Context: an optimization exercise on an open-source flow, tuned for small area, a short achievable clock period and few clock cycles per item. The choices shown serve that exercise and are no tape-out recipe.
RTL that was checked went through simulation tests only; none was proved equivalent to the original.

==> flow/design.v <==
`timescale 1ns/1ps
module GCD (
input  logic clk,
input  logic rst_n,
input  logic [31:0] a_in,
input  logic [31:0] b_in,
output logic done,
output logic [31:0] gcd
);
localparam int SH = 3;
localparam logic [1:0] LOAD = 2'd0, RUN = 2'd1, FIN = 2'd2;
logic [1:0]  state;
logic [31:0] a, b;
logic [4:0]  k;
logic        half;    
wire swap1 = half | (~a[0] & ~b[0]);    
wire use_a = ~(a[0] & ~b[0]) | half;    
wire use_b = a[0] & ~half;              
wire [31:0] x = a & {32{use_a}};
wire [31:0] y = b & {32{use_b}};
wire [31:0] gp [0:5];
wire [31:0] pp [0:5];
assign gp[0] = x & ~y;
assign pp[0] = ~(x ^ y);
for (genvar l = 0; l < 5; l++) begin : g_lvl
  for (genvar i = 0; i < 32; i++) begin : g_bit
    if ((i >> l) & 1) begin : g_op
      localparam int J = ((i >> l) << l) - 1;
      assign gp[l+1][i] = gp[l][i] | (pp[l][i] & gp[l][J]);
      assign pp[l+1][i] = pp[l][i] & pp[l][J];
    end else begin : g_pass
      assign gp[l+1][i] = gp[l][i];
      assign pp[l+1][i] = pp[l][i];
    end
  end
end
wire [31:0] gpre = gp[5];
wire [31:0] ppre = pp[5];
wire ge = gpre[31] | ppre[31];        
wire eq = ppre[31];                   
wire [31:0] c1 = {gpre[30:0] | ppre[30:0], 1'b1};
wire [31:0] c0 = {gpre[30:0], 1'b0};
wire [31:0] r = ge ? (pp[0] ^ c1) : ~(pp[0] ^ c0);    
wire [SH-1:0] dl = x[SH-1:0] - y[SH-1:0];
logic [31:0] r_sh;
always_comb begin
  logic z;
  r_sh = r >> 1;
  z = ~swap1;
  for (int i = 2; i <= SH; i++) begin
    z = z & ~dl[i-1];
    if (z) r_sh = r >> i;
  end
end
wire kz = (k == 5'd0);
assign done = shl & kz;
assign gcd = a;
wire run  = (state == RUN);
wire load = (state == LOAD);
wire fin  = (state == FIN);
wire shl  = fin | (run & eq);
always_ff @(posedge clk) begin
  if (load) begin
    a <= a_in;
    b <= b_in;
    k <= 5'd0;
    half <= 1'b0;
  end else begin
    b <= r_sh;
    half <= run & swap1 & ~half;
    if (shl) begin
      a <= {a[30:0], 1'b0};
      k <= k - 5'd1;
    end else begin
      if (ge) a <= b;
      if (half) k <= k + 5'd1;
    end
  end
end
always_ff @(posedge clk) begin
  if (rst_n) state <= LOAD;
  else if (load) state <= RUN;
  else if (shl && kz) state <= LOAD;
  else if (shl) state <= FIN;
end
endmodule
make LEC_CHECK=0 CAP_MARGIN=20 CORE_MARGIN=2 CORE_UTILIZATION=40 SLEW_MARGIN=20 finish   # period 4.5 ns
run.sh (not shown) runs the stock make flow with config.mk's settings and CLKGATE_MAP_FILE= SYNTH_SCRIPT=/design/flow/synth_recipe.tcl, a recipe that flattens the netlist after the stock synthesis.
Rerun with:
--- a/flow/design.v
+++ b/flow/design.v
@@ -13,10 +13,9 @@
 logic [31:0] a, b;
 logic [4:0]  k;
 logic        half;    
 wire swap1 = half | (~a[0] & ~b[0]);    
-wire use_a = ~(a[0] & ~b[0]) | half;    
-wire use_b = a[0] & ~half;              
+logic use_a, use_b;
 wire [31:0] x = a & {32{use_a}};
 wire [31:0] y = b & {32{use_b}};
 wire [31:0] gp [0:5];
 wire [31:0] pp [0:5];
@@ -40,9 +39,9 @@
 wire eq = ppre[31];                   
 wire [31:0] c1 = {gpre[30:0] | ppre[30:0], 1'b1};
 wire [31:0] c0 = {gpre[30:0], 1'b0};
 wire [31:0] r = ge ? (pp[0] ^ c1) : ~(pp[0] ^ c0);    
-wire [SH-1:0] dl = x[SH-1:0] - y[SH-1:0];
+wire [SH:0] dl = x[SH:0] - y[SH:0];
 logic [31:0] r_sh;
 always_comb begin
   logic z;
   r_sh = r >> 1;
@@ -58,17 +57,24 @@
 wire run  = (state == RUN);
 wire load = (state == LOAD);
 wire fin  = (state == FIN);
 wire shl  = fin | (run & eq);
+wire half_nx = run & swap1 & ~half;
+wire a0_nx = swap1 ? b[0] : 1'b1;
+wire b0_nx = swap1 ? a[1] : |dl[SH:1];
 always_ff @(posedge clk) begin
   if (load) begin
     a <= a_in;
     b <= b_in;
     k <= 5'd0;
     half <= 1'b0;
+    use_a <= ~(a_in[0] & ~b_in[0]);
+    use_b <= a_in[0];
   end else begin
+    use_a <= ~(a0_nx & ~b0_nx) | half_nx;
+    use_b <= a0_nx & ~half_nx;
     b <= r_sh;
-    half <= run & swap1 & ~half;
+    half <= half_nx;
     if (shl) begin
       a <= {a[30:0], 1'b0};
       k <= k - 5'd1;
     end else begin
After rerunning:
- utilization decreases by 0.91 points
- routed wire length decreases by roughly a tenth
- cell area increases by a few percent
- setup slack loses 25 ps
- clock-buffer cell count increases by 3
- global-route usage decreases by 4.0 points
- non-clock buffer count decreases by 1
- via count increases by a few percent
- sequential share of layout area is about the same
- maximum frequency decreases slightly
- synthesized area increases by a few percent
- final cell count increases by a few percent
- synthesized cell count increases by a few percent
Testbench counts after the change, summed over its fixed seeds: cycles 83,220, items 4,000.
The RTL of the first run of this note was laid out without a check of its function.

========
== P ==
Another version of the RTL of GCD (not shown whole).
Size: about 76 flip-flops, roughly 99 I/O pins, ~6400 µm² of cells after synthesis.
==> flow/design.v (excerpt) <==
module GCD (
input  logic clk,
input  logic rst_n,
input  logic [31:0] a_in,
input  logic [31:0] b_in,
output logic done,
output logic [31:0] gcd
);
==> module GCD, before the edit <==
module GCD (
input  logic clk,
input  logic rst_n,
input  logic [31:0] a_in,
input  logic [31:0] b_in,
output logic done,
output logic [31:0] gcd
);
localparam int SH = 4;
localparam logic [1:0] LOAD = 2'd0, RUN = 2'd1, FIN = 2'd2;
logic [1:0]  state;
logic [31:0] a, b;
logic [4:0]  k;
logic        half;      
logic        swap1;     
logic        m_sub, m_a, m_b;
wire run  = (state == RUN);
wire load = (state == LOAD);
wire fin  = (state == FIN);
wire [31:0] gp [0:5];
wire [31:0] pp [0:5];
assign gp[0] = a & ~b;
assign pp[0] = ~(a ^ b);
for (genvar l = 0; l < 5; l++) begin : g_lvl
  for (genvar i = 0; i < 32; i++) begin : g_bit
    if ((i >> l) & 1) begin : g_op
      localparam int J = ((i >> l) << l) - 1;
      assign gp[l+1][i] = gp[l][i] | (pp[l][i] & gp[l][J]);
      assign pp[l+1][i] = pp[l][i] & pp[l][J];
    end else begin : g_pass
      assign gp[l+1][i] = gp[l][i];
      assign pp[l+1][i] = pp[l][i];
    end
  end
end
wire [31:0] gpre = gp[5];
wire [31:0] ppre = pp[5];
wire ge = gpre[31] | ppre[31];                        
wire eq = ppre[31];                                   
wire [31:0] c1 = {gpre[30:0] | ppre[30:0], 1'b1};
wire [31:0] c0 = {gpre[30:0], 1'b0};
wire [31:0] d_ab = pp[0] ^ c1;                        
wire [31:0] d_ba = ~(pp[0] ^ c0);                     
wire [31:0] r = ({32{m_sub &  ge}} & d_ab) |
                ({32{m_sub & ~ge}} & d_ba) |
                ({32{m_a}} & a) |
                ({32{m_b}} & b);
wire [SH:0] t = m_sub ? ~pp[0][SH:0] : m_a ? a[SH:0] : b[SH:0];
logic [31:0] r_sh;
always_comb begin
  logic z;
  r_sh = r >> 1;
  z = ~swap1;
  for (int i = 2; i <= SH; i++) begin
    z = z & ~t[i-1];
    if (z) r_sh = r >> i;
  end
end
wire kz  = (k == 5'd0);
wire shl = fin | (run & m_sub & eq);
assign done = shl & kz;
assign gcd = a;
wire half_nx = run & swap1 & ~half;
wire a0_nx   = swap1 ? b[0] : 1'b1;
wire b0_nx   = swap1 ? a[1] : |t[SH:1];
always_ff @(posedge clk) begin
  if (load) begin
    a <= a_in;
    b <= b_in;
    k <= 5'd0;
    half  <= 1'b0;
    swap1 <= ~a_in[0] & ~b_in[0];
    m_sub <= a_in[0] & b_in[0];
    m_a   <= ~a_in[0];
    m_b   <= a_in[0] & ~b_in[0];
  end else begin
    b <= r_sh;
    half  <= half_nx;
    swap1 <= half_nx | (~a0_nx & ~b0_nx);
    m_sub <= a0_nx & b0_nx & ~half_nx;
    m_a   <= ~a0_nx | half_nx;
    m_b   <= a0_nx & ~b0_nx & ~half_nx;
    if (shl) begin
      a <= {a[30:0], 1'b0};
      k <= k - 5'd1;
    end else begin
      if ((m_sub & ge) | m_a) a <= b;
      if (half) k <= k + 5'd1;
    end
  end
end
always_ff @(posedge clk) begin
  if (rst_n) state <= LOAD;
  else if (load) state <= RUN;
  else if (shl && kz) state <= LOAD;
  else if (shl) state <= FIN;
end
endmodule
clock: 4.5 ns
lec_check: 0
cap_margin: 20
core_margin: 2
core_utilization: 60
setup_slack_margin: 0.8
slew_margin: 20
standard.sh (not shown) runs the stock make flow with config.mk's settings and CLKGATE_MAP_FILE= SYNTH_SCRIPT=/design/flow/synth_recipe.tcl, a recipe that flattens the netlist after the stock synthesis.
==> flow/flow/run.sh <==
#!/bin/bash
# The standard layout (the standard.sh: ORFS synthesis through finish),
# with each port buffered by a small sky130_fd_sc_hd__buf_1 instead of the
# buffer cell buffer_ports picks by default. Nothing else changes.
set -euo pipefail
export BUFFER_PORTS_ARGS="-buffer_cell sky130_fd_sc_hd__buf_1"
bash standard.sh > standard.log 2>&1
P finished every step from synthesis to the final layout, and the layout passed the timing, DRC and antenna checks.
Testbench counts of P, summed over its fixed seeds: cycles 78,976, items 4,000.
Changes in Q relative to P:
diff --git a/flow/design.v b/flow/design.v
--- a/flow/design.v
+++ b/flow/design.v
@@ -5,11 +5,11 @@
 input  logic [31:0] a_in,
 input  logic [31:0] b_in,
 output logic done,
 output logic [31:0] gcd
 );
-localparam int SH = 4;
+localparam int SH = 3;
 localparam logic [1:0] LOAD = 2'd0, RUN = 2'd1, FIN = 2'd2;
 logic [1:0]  state;
 logic [31:0] a, b;
 logic [4:0]  k;
 logic        half;      
==> run summary <==
Fraction of area in non-clock buffers across P and Q: no real change.
P and Q ended up with nearly the same area after detailed placement.
Of Q and P, it is Q that has the higher final worst setup slack.
Diff Q..P | clock tree skew after final layout | negligible
Final non-filler cell total: lower on Q
From P to Q the numbers moved as follows: sequential share of layout area rose by 0.25 points; largest fanout on the critical path fell by 9; synthesized area increased 0.76%; synthesized cell count now smaller; number of placed cells counting well taps has decreased.
Relative to P, total length of routed wires has decreased by 6.1% in Q.
Testbench counts of Q, summed over its fixed seeds: cycles 83,220, items 4,000.

## afterwards: timing with drivers on the ports
The flow's constraints put no driver on any port. The routed layouts listed below were extracted and timed again, unchanged, in two steps. Step 1 sets driving cells, clkbuf_16 on the clock port and buf_2 on the other inputs (assumed; they add their load-dependent delay and slew). Step 2 also shifts input and output timing later by t, the mid clock arrival at the registers, as if the neighbouring blocks saw the same clock. a / b / c = ideal ports / drivers / drivers and shift; a / b = the first two.
run	t (ns)	setup slack, ns	worst register clock-pin slew, ns	worst slew at a driven data input, ns
the first run of note 1	0.390	0.355 / 0.355 / 0.355	0.06 / 0.06	0.05
the second run of note 1	0.394	0.330 / 0.291 / 0.571	0.06 / 0.06	0.04
P	0.421	0.790 / 0.754 / 0.790	0.09 / 0.09	0.04
Q	0.401	0.810 / 0.810 / 0.810	0.09 / 0.09	0.05
After both steps setup and hold are still met in every run listed.
